What follows belongs to an exercise in optimizing a design on an open flow for small area; a production flow would make more cautious choices.
Function was checked by simulation only, so behaviour that the tests miss may differ from the original.

==> inputs of 09-21 <==
// opl2
module opl2(
  clk,
  reset,
  opl2_we,
  opl2_data,
  opl2_adr,
  kon,
  channel_a,
  channel_b,
  sample_clk,
  sample_clk_128
  );
  input         clk;
  input         reset;
  input         opl2_we;
  input [7:0]   opl2_data;
  input [7:0]   opl2_adr;
  output [8:0]  kon;
  output signed [15:0] channel_a;
  output signed [15:0] channel_b;
  output sample_clk;
  output sample_clk_128;
  localparam [1:0]
    RELEASE = 2'b00,
    ATTACK  = 2'b01,
    DECAY   = 2'b10,
    SUSTAIN = 2'b11;
  localparam RAND_POLYNOMIAL = 'h800302;
  localparam TREMOLO_MAX_COUNT = 13*1024;
  reg [8:0] kon;
  reg signed [15:0] channel_a;
  reg signed [15:0] channel_b;
  reg sample_clk;
  reg sample_clk_128;
  genvar i;
  reg [9:0] cntr;
  reg sample_clk_en;
  always @(posedge clk)
    if (reset) begin
      cntr <= 10'd0;
      sample_clk_en <= 1'b0;
      sample_clk <= 1'b0;
    end else begin
      cntr <= cntr == 10'd813 ? 10'd0 : cntr + 1'b1;
      sample_clk_en <= cntr == 10'd0;
      sample_clk <= ~cntr[9];
  ...
==> flow/config.mk <==
export PLATFORM = sky130hd
export DESIGN_NAME = opl2
export DESIGN_NICKNAME = opl2
export VERILOG_FILES = /design/flow/design.v
export SDC_FILE = /design/flow/constraint.sdc
export NUM_CORES = 8
export LEC_CHECK = 0
export CAP_MARGIN = 20
export CORE_MARGIN = 2
export CORE_UTILIZATION = 40
export SLEW_MARGIN = 20
==> flow/constraint.sdc <==
create_clock -name core_clock -period 15.0 [get_ports {clk}]
set_input_delay 3.0000 -clock core_clock [delete_from_list [all_inputs] [get_ports {clk}]]
set_output_delay 3.0000 -clock core_clock [all_outputs]
set_load 0.01 [all_outputs]
run.sh (not shown) runs the stock make flow with config.mk's settings and CLKGATE_MAP_FILE= SYNTH_SCRIPT=/design/flow/synth_recipe.tcl, a recipe that flattens the netlist after the stock synthesis.
==> inputs of 08-03, as changes to 09-21 <==
--- a/flow/design.v
+++ b/flow/design.v
@@ -584,55 +584,40 @@
   reg [7:0] m60 [0:17];
   reg [7:0] m80 [0:17];
   reg [1:0] me0 [0:17];
   reg [7:0] ma0 [0:8];
   reg [5:0] mb0 [0:8];
   reg [5:0] mc0 [0:8];
   reg [7:0] mbd;
   reg       m08;
+  wire [7:0] wdata = reset ? 8'd0 : opl2_data;
   generate
     for (i = 0; i < 18; i = i + 1) begin: mop
       localparam [7:0] OFF = (i < 6) ? i : (i < 12) ? i + 2 : i + 4;
-      always @(posedge clk)
-        if (reset) begin
-          m20[i] <= 8'd0;
-          m40[i] <= 8'd0;
-          m60[i] <= 8'd0;
-          m80[i] <= 8'd0;
-          me0[i] <= 2'd0;
-        end else if (opl2_we) begin
-          if (opl2_adr == 8'h20 + OFF) m20[i] <= opl2_data;
-          if (opl2_adr == 8'h40 + OFF) m40[i] <= opl2_data;
-          if (opl2_adr == 8'h60 + OFF) m60[i] <= opl2_data;
-          if (opl2_adr == 8'h80 + OFF) m80[i] <= opl2_data;
-          if (opl2_adr == 8'he0 + OFF) me0[i] <= opl2_data[1:0];
-        end
+      always @(posedge clk) begin
+        if (reset || (opl2_we && opl2_adr == 8'h20 + OFF)) m20[i] <= wdata;
+        if (reset || (opl2_we && opl2_adr == 8'h40 + OFF)) m40[i] <= wdata;
+        if (reset || (opl2_we && opl2_adr == 8'h60 + OFF)) m60[i] <= wdata;
+        if (reset || (opl2_we && opl2_adr == 8'h80 + OFF)) m80[i] <= wdata;
+        if (reset || (opl2_we && opl2_adr == 8'he0 + OFF)) me0[i] <= wdata[1:0];
+      end
     end
     for (i = 0; i < 9; i = i + 1) begin: mch
-      always @(posedge clk)
-        if (reset) begin
-          ma0[i] <= 8'd0;
-          mb0[i] <= 6'd0;
-          mc0[i] <= 6'd0;
-        end else if (opl2_we) begin
-          if (opl2_adr == 8'ha0 + i) ma0[i] <= opl2_data;
-          if (opl2_adr == 8'hb0 + i) mb0[i] <= opl2_data[5:0];
-          if (opl2_adr == 8'hc0 + i) mc0[i] <= opl2_data[5:0];
-        end
+      always @(posedge clk) begin
+        if (reset || (opl2_we && opl2_adr == 8'ha0 + i)) ma0[i] <= wdata;
+        if (reset || (opl2_we && opl2_adr == 8'hb0 + i)) mb0[i] <= wdata[5:0];
+        if (reset || (opl2_we && opl2_adr == 8'hc0 + i)) mc0[i] <= wdata[5:0];
+      end
     end
   endgenerate
-  always @(posedge clk)
-    if (reset) begin
-      mbd <= 8'd0;
-      m08 <= 1'b0;
-    end else if (opl2_we) begin
-      if (opl2_adr == 8'hbd) mbd <= opl2_data;
-      if (opl2_adr == 8'h08) m08 <= opl2_data[6];
-    end
+  always @(posedge clk) begin
+    if (reset || (opl2_we && opl2_adr == 8'hbd)) mbd <= wdata;
+    if (reset || (opl2_we && opl2_adr == 8'h08)) m08 <= wdata[6];
+  end
   reg [7:0] s20 [0:17];
   reg [7:0] s40 [0:17];
   reg [7:0] s60 [0:17];
   reg [7:0] s80 [0:17];
   reg [1:0] se0 [0:17];
   reg [9:0] sfnum [0:8];
   reg [2:0] sblock [0:8];
   reg [8:0] scha;
@@ -683,37 +668,34 @@
   wire sd  = sbd[3];
   wire tom = sbd[2];
   wire tc  = sbd[1];
   wire hh  = sbd[0];
   reg [4:0] rpos;        
   reg req;               
   reg act;               
   reg vB;
-  reg vC;
   reg fresh;             
   wire start = (sample_clk_en | req) & (rpos == 5'd17);
   wire fin = act & (rpos == 5'd17);
   always @(posedge clk)
     if (reset) begin
       rpos <= 5'd0;
       req <= 1'b0;
       act <= 1'b0;
       vB <= 1'b0;
-      vC <= 1'b0;
       fresh <= 1'b1;
     end else begin
       rpos <= (rpos == 5'd17) ? 5'd0 : rpos + 1'b1;
       req <= start ? 1'b0 : (req | sample_clk_en);
       if (start)
         act <= 1'b1;
       else if (fin)
         act <= 1'b0;
       vB <= act;
-      vC <= vB;
       if (fin)
         fresh <= 1'b0;
     end
   reg [13:0] tremolo_index;
   reg [12:0] vibrato_index;    
   reg [23:0] rand_num;
   always @(posedge clk)
     if (reset) begin
@@ -910,43 +892,39 @@
       env1 = env0 - (((env0 * rate_counter_overflow) >> 3) + 1);
     else if (s2 == DECAY || s2 == RELEASE)
       if (env0 + rate_counter_overflow > 511)
         env1 = 511;
       else
         env1 = env0 + rate_counter_overflow;
     else
       env1 = env0;
-  wire signed [19:0] pre_mult = fnum << block;
-  reg signed [4:0] pre_mult_adj;
+  reg [3:0] mult_adj;
   always @ *
     case (mult)
-    'h0: pre_mult_adj = 1;
-    'h1: pre_mult_adj = 1;
-    'h2: pre_mult_adj = 2;
-    'h3: pre_mult_adj = 3;
-    'h4: pre_mult_adj = 4;
-    'h5: pre_mult_adj = 5;
-    'h6: pre_mult_adj = 6;
-    'h7: pre_mult_adj = 7;
-    'h8: pre_mult_adj = 8;
-    'h9: pre_mult_adj = 9;
-    'hA: pre_mult_adj = 10;
-    'hB: pre_mult_adj = 10;
-    'hC: pre_mult_adj = 12;
-    'hD: pre_mult_adj = 12;
-    'hE: pre_mult_adj = 15;
-    default: pre_mult_adj = 15;
+    'h0: mult_adj = 1;
+    'h1: mult_adj = 1;
+    'h2: mult_adj = 2;
+    'h3: mult_adj = 3;
+    'h4: mult_adj = 4;
+    'h5: mult_adj = 5;
+    'h6: mult_adj = 6;
+    'h7: mult_adj = 7;
+    'h8: mult_adj = 8;
+    'h9: mult_adj = 9;
+    'hA: mult_adj = 10;
+    'hB: mult_adj = 10;
+    'hC: mult_adj = 12;
+    'hD: mult_adj = 12;
+    'hE: mult_adj = 15;
+    default: mult_adj = 15;
     endcase
-  reg signed [19:0] post_mult;
-  always @ *
-    if (mult == 0)
-      post_mult = pre_mult >> 1;
-    else
-      post_mult = pre_mult * pre_mult_adj;
+  wire [13:0] fnum_mult = fnum * mult_adj;
+  wire [19:0] fnum_mult_sh = fnum_mult << block;
+  wire signed [19:0] post_mult = (mult == 0) ? fnum_mult_sh >> 1 : fnum_mult_sh;
   wire [9:0] delta0 = fnum >> 7;
   wire [9:0] delta1 = ((vibrato_index >> 10) & 3) == 3 ? delta0 >> 1 : delta0;
   wire [9:0] delta2 = !dvb ? delta1 >> 1 : delta1;
   wire signed [9:0] vib_val = ((vibrato_index >> 10) & 4) != 0 ? ~delta2 : delta2;
   wire signed [19:0] phase_inc = vib ? post_mult + vib_val : post_mult;
   wire [9:0] upper_current_phase = pa0 >> 10;
   reg [9:0] friend_phase;
   always @ *
@@ -985,19 +963,21 @@
     if (fb == 0)
       feedback_result_p0 = 0;
     else
       feedback_result_p0 = ((fb1_s + fb2_s) <<< fb);
   wire signed [12:0] feedback_result = feedback_result_p0 >>> 9;
   wire carrier_mod_off = cnt_c || (ryt && (op == 5'd16 || op == 5'd17));
   wire [12:0] modulation = use_feedback ? feedback_result :
    (!is_mod && !carrier_mod_off) ? r_out[3] : 13'd0;
-  wire [19:0] pa1 = kon_new ? 20'd0 : pa0 + phase_inc;
-  wire [19:0] final_phase = kon_new ? 20'd0 :
-   rhythm_phase + phase_inc + (modulation << 10);
+  wire rhythmic = op_hh || op_sd || op_tc;
+  wire [19:0] pa_sum = pa0 + phase_inc;
+  wire [9:0] fp_base = rhythmic ? rhythm_phase[19:10] + phase_inc[19:10] : pa_sum[19:10];
+  wire [19:0] pa1 = kon_new ? 20'd0 : pa_sum;
+  wire [9:0] final_phase_hi = kon_new ? 10'd0 : fp_base + modulation[9:0];
   reg [6:0] rom_out;
   always @ *
     case (fnum >> 6)
     0: rom_out = 0;
     1: rom_out = 32;
     2: rom_out = 40;
     3: rom_out = 45;
     4: rom_out = 48;
@@ -1033,19 +1013,19 @@
     else if (op == 5'd13 || op == 5'd14)
       incl = cnt_c || ryt;
     else if (op == 5'd0)
       incl = ch0_old[0];
     else
       incl = is_mod ? cnt_c : 1'b1;
   wire cha_c = (ch == 4'd0) ? ch0_old[2] : scha[ch];
   wire chb_c = (ch == 4'd0) ? ch0_old[1] : schb[ch];
-  wire signed [18:0] out_old_ext = fb1_s;
-  reg signed [18:0] acc_a;
-  reg signed [18:0] acc_b;
+  wire signed [17:0] out_old_ext = fb1_s;
+  reg signed [17:0] acc_a;
+  reg signed [17:0] acc_b;
   always @(posedge clk)
     if (start) begin
       acc_a <= 0;
       acc_b <= 0;
     end else if (act) begin
       if (incl && cha_c)
         acc_a <= acc_a + out_old_ext;
       if (incl && chb_c)
@@ -1066,17 +1046,17 @@
       else
         channel_b <= acc_b;
     end
   reg [9:0] b_phase;       
   reg [9:0] b_offs;
   reg [1:0] b_ws;
   reg b_shl;
   always @(posedge clk) begin
-    b_phase <= final_phase[19:10];
+    b_phase <= final_phase_hi;
     b_offs <= env_offs[9:0];
     b_ws <= ws;
     b_shl <= op_hh || op_tt || op_sd || op_tc;
   end
   wire [11:0] log_sin_out;
   opl3_log_sine_lut log_sine_lut_inst (
     .theta(b_phase[8] ? ~b_phase[7:0] : b_phase[7:0]),
     .out(log_sin_out)
@@ -1086,65 +1066,53 @@
   always @ *
     if (env_tmp < 0)
       env = 0;
     else if (env_tmp > 511)
       env = 511;
     else
       env = env_tmp;
   wire [12:0] log_sin_plus_gain = log_sin_out + (env << 3);
-  reg [12:0] c_lsg;
-  reg c_sign;
-  reg c_half;
-  reg [1:0] c_ws;
-  reg c_shl;
-  always @(posedge clk) begin
-    c_lsg <= log_sin_plus_gain;
-    c_sign <= b_phase[9];
-    c_half <= b_phase[8];
-    c_ws <= b_ws;
-    c_shl <= b_shl;
-  end
   wire [9:0] exp_out;
   opl3_exp_lut exp_lut_inst (
-    .in(~c_lsg[7:0]),
+    .in(~log_sin_plus_gain[7:0]),
     .out(exp_out)
   );
   wire [12:0] tmp_out0 = (2**10 + exp_out) << 1;
   reg signed [12:0] tmp_out1;
   always @ *
-    if (c_sign)
-      tmp_out1 = ~(tmp_out0 >> c_lsg[12:8]);
+    if (b_phase[9])
+      tmp_out1 = ~(tmp_out0 >> log_sin_plus_gain[12:8]);
     else
-      tmp_out1 = tmp_out0 >> c_lsg[12:8];
+      tmp_out1 = tmp_out0 >> log_sin_plus_gain[12:8];
   wire signed [12:0] tmp_ws2 = tmp_out1 < 0 ? ~tmp_out1 : tmp_out1;
   reg signed [12:0] tmp_out2;
   always @ *
-    case (c_ws)
+    case (b_ws)
     0: tmp_out2 = tmp_out1;
     1: tmp_out2 = tmp_out1 < 0 ? 0 : tmp_out1;
     2: tmp_out2 = tmp_ws2;
-    default: tmp_out2 = c_half ? 0 : tmp_ws2;
+    default: tmp_out2 = b_phase[8] ? 0 : tmp_ws2;
     endcase
-  wire [12:0] op_out = c_shl ? tmp_out2 << 1 : tmp_out2;
+  wire [12:0] op_out = b_shl ? tmp_out2 << 1 : tmp_out2;
   always @(posedge clk) begin
     r_st[1]  <= act ? s2 : r_st[0];
     r_env[1] <= act ? env1 : r_env[0];
     r_cnt[1] <= act ? cnt1 : r_cnt[0];
     r_pa[1]  <= act ? pa1 : r_pa[0];
     r_out[1] <= r_out[0];
+    r_out[2] <= vB ? op_out : r_out[1];
     r_fb2[1] <= (act && is_mod) ? out_old : r_fb2[0];
     r_st[0]  <= r_st[17];
     r_env[0] <= r_env[17];
     r_cnt[0] <= r_cnt[17];
     r_pa[0]  <= r_pa[17];
     r_out[0] <= r_out[17];
     r_fb2[0] <= r_fb2[8];
-    r_out[2] <= r_out[1];
-    r_out[3] <= vC ? op_out : r_out[2];
+    r_out[3] <= r_out[2];
   end
   generate
     for (i = 2; i < 18; i = i + 1) begin: ring
       always @(posedge clk) begin
         r_st[i]  <= r_st[i-1];
         r_env[i] <= r_env[i-1];
         r_cnt[i] <= r_cnt[i-1];
         r_pa[i]  <= r_pa[i-1];
ABC_AREA = 1   (was default)
CORE_UTILIZATION = 60   (was 40)
CTS_BUF_LIST = sky130_fd_sc_hd__clkbuf_16   (was default)
CTS_CLUSTER_DIAMETER = 60   (was default)
CTS_CLUSTER_SIZE = 26   (was default)
==> summary of the runs <==
- 09-21 passed the timing, DRC and antenna checks. 08-03 produced a clean layout.
- Between 08-03 and 09-21, the lower register-to-register slack is in 09-21 (gap 0.46 ns).
- In 09-21 the critical path depth is lower than in 08-03, by 9.
- Final cell count: 08-03 is lower than 09-21 (25%).
- Against 08-03, the synthesized area of 09-21 is larger by about 7%.
- Between 08-03 and 09-21, the lower die area is in 08-03 (gap 38%, measured against 09-21).
- Between 08-03 and 09-21, the lower design area is in 08-03 (gap about 10%, measured against 09-21).
- Against 09-21, the routed wire length of 08-03 is smaller by 25%.
==> figures <==
Result of the run: 09-21 finished clean; 08-03 finished clean
Die height: 09-21 532 µm; 08-03 420 µm
Fraction of area in multi-input gates: 09-21 0.313; 08-03 0.219
Vias: 09-21 78,100; 08-03 61,400
# placed instances: 09-21 13,600; 08-03 10,400
Count of filler cells inserted in the layout: 09-21 25,300; 08-03 12,600
Number of unique standard cell types used by synthesis: 09-21 99; 08-03 69
Highest Clock Rate: 09-21 70.5 MHz; 08-03 72.8 MHz
Worst-case register-to-register setup slack: 09-21 0.81 ns; 08-03 1.27 ns
Area of the multi-input gates: 09-21 39,800 µm²; 08-03 24,800 µm²
Part of the Yosys area used for sequential elements: 09-21 0.615; 08-03 0.732
Depth of the CTS H-tree: 09-21 5; 08-03 4
Aggregate routed wire length: 09-21 329,000 µm; 08-03 247,000 µm
Critical Path RT: 09-21 15.78 ns; 08-03 15.74 ns
Post-detailed-placement cell area: 09-21 116,000 µm²; 08-03 108,000 µm²
Share of layout cells above drive strength 1: 09-21 0.0922; 08-03 0.0701

[what the ideal ports hide]
The results above use ideal ports. As a check the final layouts listed here were re-extracted and re-timed, cells and wires unchanged. Step 1 sets driving cells, clkbuf_16 on the clock port and buf_2 on the other inputs (assumed; they add their load-dependent delay and slew). Step 2 times the ports against the registers' clock, not the clock port: input delays grow and output delays shrink by t, the midpoint of the rising clock arrivals with the driver on. Slacks: no drivers / after step 1 / after step 2; pairs: no drivers / after step 1.
run	t (ns)	setup slack, ns	hold slack, ns	worst register clock-pin slew, ns	cell pins on the clock port's net
09-21	0.988	0.811 / 0.811 / 0.811	0.294 / 0.294 / 0.294	0.07 / 0.07	1
08-03	0.913	1.266 / 1.266 / 1.266	0.309 / 0.309 / 0.309	0.10 / 0.10	1
After both steps setup and hold are still met in every run listed.
